Background: an optimization exercise with open tools, aiming at small area, a short achievable clock period and few clock cycles per item. Do not read the settings as production practice. Only simulation tests tie the RTL to the original design; equivalence was not proved.

Design phase_ctrl, start of the top module:
module phase_ctrl(
                  input             clk,
                  input             resetn,
                  input             i2c_wr,
                  input  [15:0]     i2c_wdata,
                  input  [3:0]      i2c_addr,
                  input             fifo_empty,
                  input  [17:0]     fifo_rdata,
                  output            fifo_rden,
                  output     [17:0] fifo_wdata,
                  output            fifo_wren,
                  input             fifo_almost_full
                 );
For scale: roughly 63 I/O pins.
==> flow/config.mk <==
export PLATFORM = sky130hd
export DESIGN_NAME = phase_ctrl
export DESIGN_NICKNAME = phase_ctrl
export VERILOG_FILES = /design/flow/design.v
export SDC_FILE = /design/flow/constraint.sdc
export NUM_CORES = 4
export LEC_CHECK = 0
export ABC_CLOCK_PERIOD_IN_PS = 3600
export CAP_MARGIN = 20
export CORE_MARGIN = 2
export CORE_UTILIZATION = 60
export CTS_BUF_LIST = sky130_fd_sc_hd__clkbuf_4
export SETUP_SLACK_MARGIN = 4.3
export SLEW_MARGIN = 20
==> flow/constraint.sdc <==
create_clock -name core_clock -period 8.0 [get_ports {clk}]
set_input_delay 1.6000 -clock core_clock [delete_from_list [all_inputs] [get_ports {clk}]]
set_output_delay 1.6000 -clock core_clock [all_outputs]
set_load 0.01 [all_outputs]
run.sh (not shown) runs the stock make flow with config.mk's settings and CLKGATE_MAP_FILE= SYNTH_SCRIPT=/design/flow/synth_recipe.tcl, a recipe that flattens the netlist after the stock synthesis.
Testbench counts at the start, summed over its fixed seeds: cycles 2,336, frames 384.
Rerun with:
--- a/flow/config.mk
+++ b/flow/config.mk
@@ -11,2 +11 @@
-export CORE_UTILIZATION = 60
-export CTS_BUF_LIST = sky130_fd_sc_hd__clkbuf_4
+export CORE_UTILIZATION = 40
Outcome: The changed run passed the timing, DRC and antenna checks. Flip-flop and latch count does not change. Fmax is higher by 1.4%. Core utilization is lower by 23 points. Routed wire length grows by 2.5%. Design area rises by 0.64%. Setup slack improves by 0.052 ns. Sequential share of layout area went down by 0.25 points. Clock-buffer cell count decreases by 55. Global-route usage goes down by 9.9 points.
Rerun with:
--- a/flow/config.mk
+++ b/flow/config.mk
@@ -8 +8 @@
-export ABC_CLOCK_PERIOD_IN_PS = 3600
+export ABC_AREA = 1
The changed run passed the timing, DRC and antenna checks. Routed wire length grows by 13%. Cell area grows by 3.8%.
Rerun with:
--- a/flow/config.mk
+++ b/flow/config.mk
@@ -11 +11,2 @@
-export CORE_UTILIZATION = 40
+export CORE_UTILIZATION = 60
+export CTS_BUF_LIST = sky130_fd_sc_hd__clkbuf_4
=> Worst setup slack loses 0.031 ns. Global-route usage rises by 11 points. Utilization rises by 22 points. Flip-flop and latch count does not change. Synthesized area stays the same. Non-clock buffer count falls by 10. Clock-buffer cell count rises by 60.

---

Starting RTL as in the previous note.
export LEC_CHECK = 0
export ABC_CLOCK_PERIOD_IN_PS = 3600
export CAP_MARGIN = 20
export CORE_MARGIN = 2
export CORE_UTILIZATION = 40
export CTS_CLUSTER_DIAMETER = 110
export CTS_CLUSTER_SIZE = 32
export SETUP_SLACK_MARGIN = 4.3
export SLEW_MARGIN = 20
create_clock -name core_clock -period 8.0 [get_ports {clk}]
standard.sh (not shown) runs the stock make flow with config.mk's settings and CLKGATE_MAP_FILE= SYNTH_SCRIPT=/design/flow/synth_recipe.tcl, a recipe that flattens the netlist after the stock synthesis.
==> flow/flow/run.sh <==
#!/bin/bash
# Own flow: the standard flow (standard.sh) with two extra netlist steps
# between Yosys and the rest of the layout.  Only combinational cells change;
# the registers are Yosys's own, with their names and cell types.
#  1. fa_polarity.py removes inverters around the full-adder cells: a full
#     adder fed complemented inputs computes complemented outputs.
#  2. remap.py + ABC (area.abc) re-map the plain logic for area, keeping the
#     flip-flops, full/half adders and tie cells as they are.
# Each step is proved equivalent to its input netlist (check_eq.ys); a step
# whose proof fails is dropped.
set -euo pipefail
W=$PWD
RES=$W/orfs/results/sky130hd/phase_ctrl/base
YOSYS=$FLOW_HOME/../tools/install/yosys/bin/yosys
LIB=$FLOW_HOME/platforms/sky130hd/lib/sky130_fd_sc_hd__tt_025C_1v80.lib

check() {  # check GOLD GATE LOG
    sed -e "s#LIBFILE#$LIB#" -e "s#GOLDFILE#$1#" -e "s#GATEFILE#$2#" flow/check_eq.ys > $3.ys
    "$YOSYS" -q $3.ys > $3.log 2>&1
}

bash standard.sh $RES/1_2_yosys.v > synth.log 2>&1
cp $RES/1_2_yosys.v $W/netlist_yosys.v
CUR=$W/netlist_yosys.v

if python3 flow/fa_polarity.py $CUR $W/netlist_fapol.v > fa_polarity.log 2>&1 &&
   check $CUR $W/netlist_fapol.v check_fapol; then
    CUR=$W/netlist_fapol.v
    echo "fa_polarity: used" >> fa_polarity.log
else
    echo "fa_polarity: dropped" >> fa_polarity.log
fi

if python3 flow/remap.py $LIB $CUR $W/netlist_remap.v $W/flow/area.abc > remap_run.ys 2> remap_py.log &&
   "$YOSYS" -q remap_run.ys > remap.log 2>&1 &&
   check $CUR $W/netlist_remap.v check_remap; then
    CUR=$W/netlist_remap.v
    echo "remap: used" >> remap.log
else
    echo "remap: dropped" >> remap.log
fi

cp $CUR $RES/1_2_yosys.v
bash standard.sh > layout.log 2>&1
==> flow/flow/area.abc <==
&get -n
&st
&dch -f
&nf -R 20
&st
&syn2
&dch -f
&nf -R 20
&st
&synch2
&nf -R 20
&put
topo
stime -c
Other scripts of this flow, unchanged in this note and not shown: flow/flow/check_eq.ys, flow/flow/fa_polarity.py, flow/flow/remap.py
Testbench counts at the start, summed over its fixed seeds: cycles 2,336, frames 384.
Then changed:
--- a/flow/flow/run.sh
+++ b/flow/flow/run.sh
@@ -7,4 +7,6 @@
 #  2. remap.py + ABC (area.abc) re-map the plain logic for area, keeping the
 #     flip-flops, full/half adders and tie cells as they are.
+# The ports are buffered with the smallest buffer cell (buffer_ports
+# -buffer_cell) instead of the delay cell buffer_ports picks by itself.
 # Each step is proved equivalent to its input netlist (check_eq.ys); a step
 # whose proof fails is dropped.
@@ -42,3 +44,3 @@
 
 cp $CUR $RES/1_2_yosys.v
-bash standard.sh > layout.log 2>&1
+bash standard.sh finish BUFFER_PORTS_ARGS="-buffer_cell sky130_fd_sc_hd__buf_1" > layout.log 2>&1
- CTS_CLUSTER_DIAMETER: 110 -> 100
- CTS_CLUSTER_SIZE: 32 -> 25
- SETUP_SLACK_MARGIN: 4.3 -> 4.5
Result: Non-clock buffer count went up by 89. Count of clock-buffer cells in the layout is higher by 3. Wire length rises by 6.1%. Die area does not change. Final area rises by 5.3%. Register-to-register slack gets better by 0.10 ns.
Then changed:
- CORE_UTILIZATION: 40 -> 55
- SETUP_SLACK_MARGIN: 4.5 -> 4.3
After rerunning: The new run finished with timing, DRC and antenna clean. Design area came out lower by 7.2%. Wire length falls by 7.9%. Sequential share of layout area grows by 2.8 points.
Then changed:
--- a/flow/flow/run.sh
+++ b/flow/flow/run.sh
@@ -5,5 +5,6 @@
 #  1. fa_polarity.py removes inverters around the full-adder cells: a full
 #     adder fed complemented inputs computes complemented outputs.
-#  2. remap.py + ABC (area.abc) re-map the plain logic for area, keeping the
+#  2. remap.py + ABC (area.abc) re-map the plain logic (one plain &dch; &nf mapping, without
+#     the sizing and buffering that the layout redoes), keeping the
 #     flip-flops, full/half adders and tie cells as they are.
 # The ports are buffered with the smallest buffer cell (buffer_ports
==> flow/flow/area.abc (replaced) <==
&get -n
&st
&dch
&nf
&put
topo
- CORE_UTILIZATION: 55 -> 40
Outcome: The changed run completed with no timing, DRC or antenna violations. Synthesized area rose by 1.7%. Maximum frequency hardly moves. Synthesized cell count goes up by 6.2%. Count of clock-buffer cells in the layout went up by 1. Hold slack stays flat. Final cell count climbs by 12%. Cell area rises by 1.9%. Wire length rises by 2.8%. Via count is higher by 3.6%.

-- static timing again, ports no longer ideal --
How much do the figures lean on ideal ports? The routed layouts below were timed once more, with nothing changed but the port constraints.
Step 1 assumes that a clkbuf_16 drives the clock port and a buf_2 every other input.
Step 2 also shifts input and output timing later by t, the mid clock arrival at the registers, as if the neighbouring blocks saw the same clock.
Slacks: no drivers / after step 1 / after step 2; pairs: no drivers / after step 1.
run	t (ns)	setup WS [ns]	slew at the worst register clock pin (ns)
the first run of note 1	0.812	4.232 / 4.180 / 4.171	0.08 / 0.08
the second run of note 1	0.601	4.283 / 4.283 / 4.283	0.06 / 0.06
the third run of note 1	0.659	4.322 / 4.290 / 4.017	0.07 / 0.07
the fourth run of note 1	0.816	4.291 / 4.261 / 4.076	0.09 / 0.09
the first run of note 2	0.569	4.312 / 4.287 / 4.200	0.12 / 0.12
the second run of note 2	0.577	4.422 / 4.392 / 3.931	0.10 / 0.10
the third run of note 2	0.568	4.348 / 4.294 / 4.355	0.10 / 0.10
the fourth run of note 2	0.576	4.344 / 4.344 / 4.344	0.10 / 0.10
After both steps every run listed still meets setup and hold. The setup slack of the second run of note 2, which loses most, moves by -0.030 ns with the drivers and by -0.491 ns with both steps.
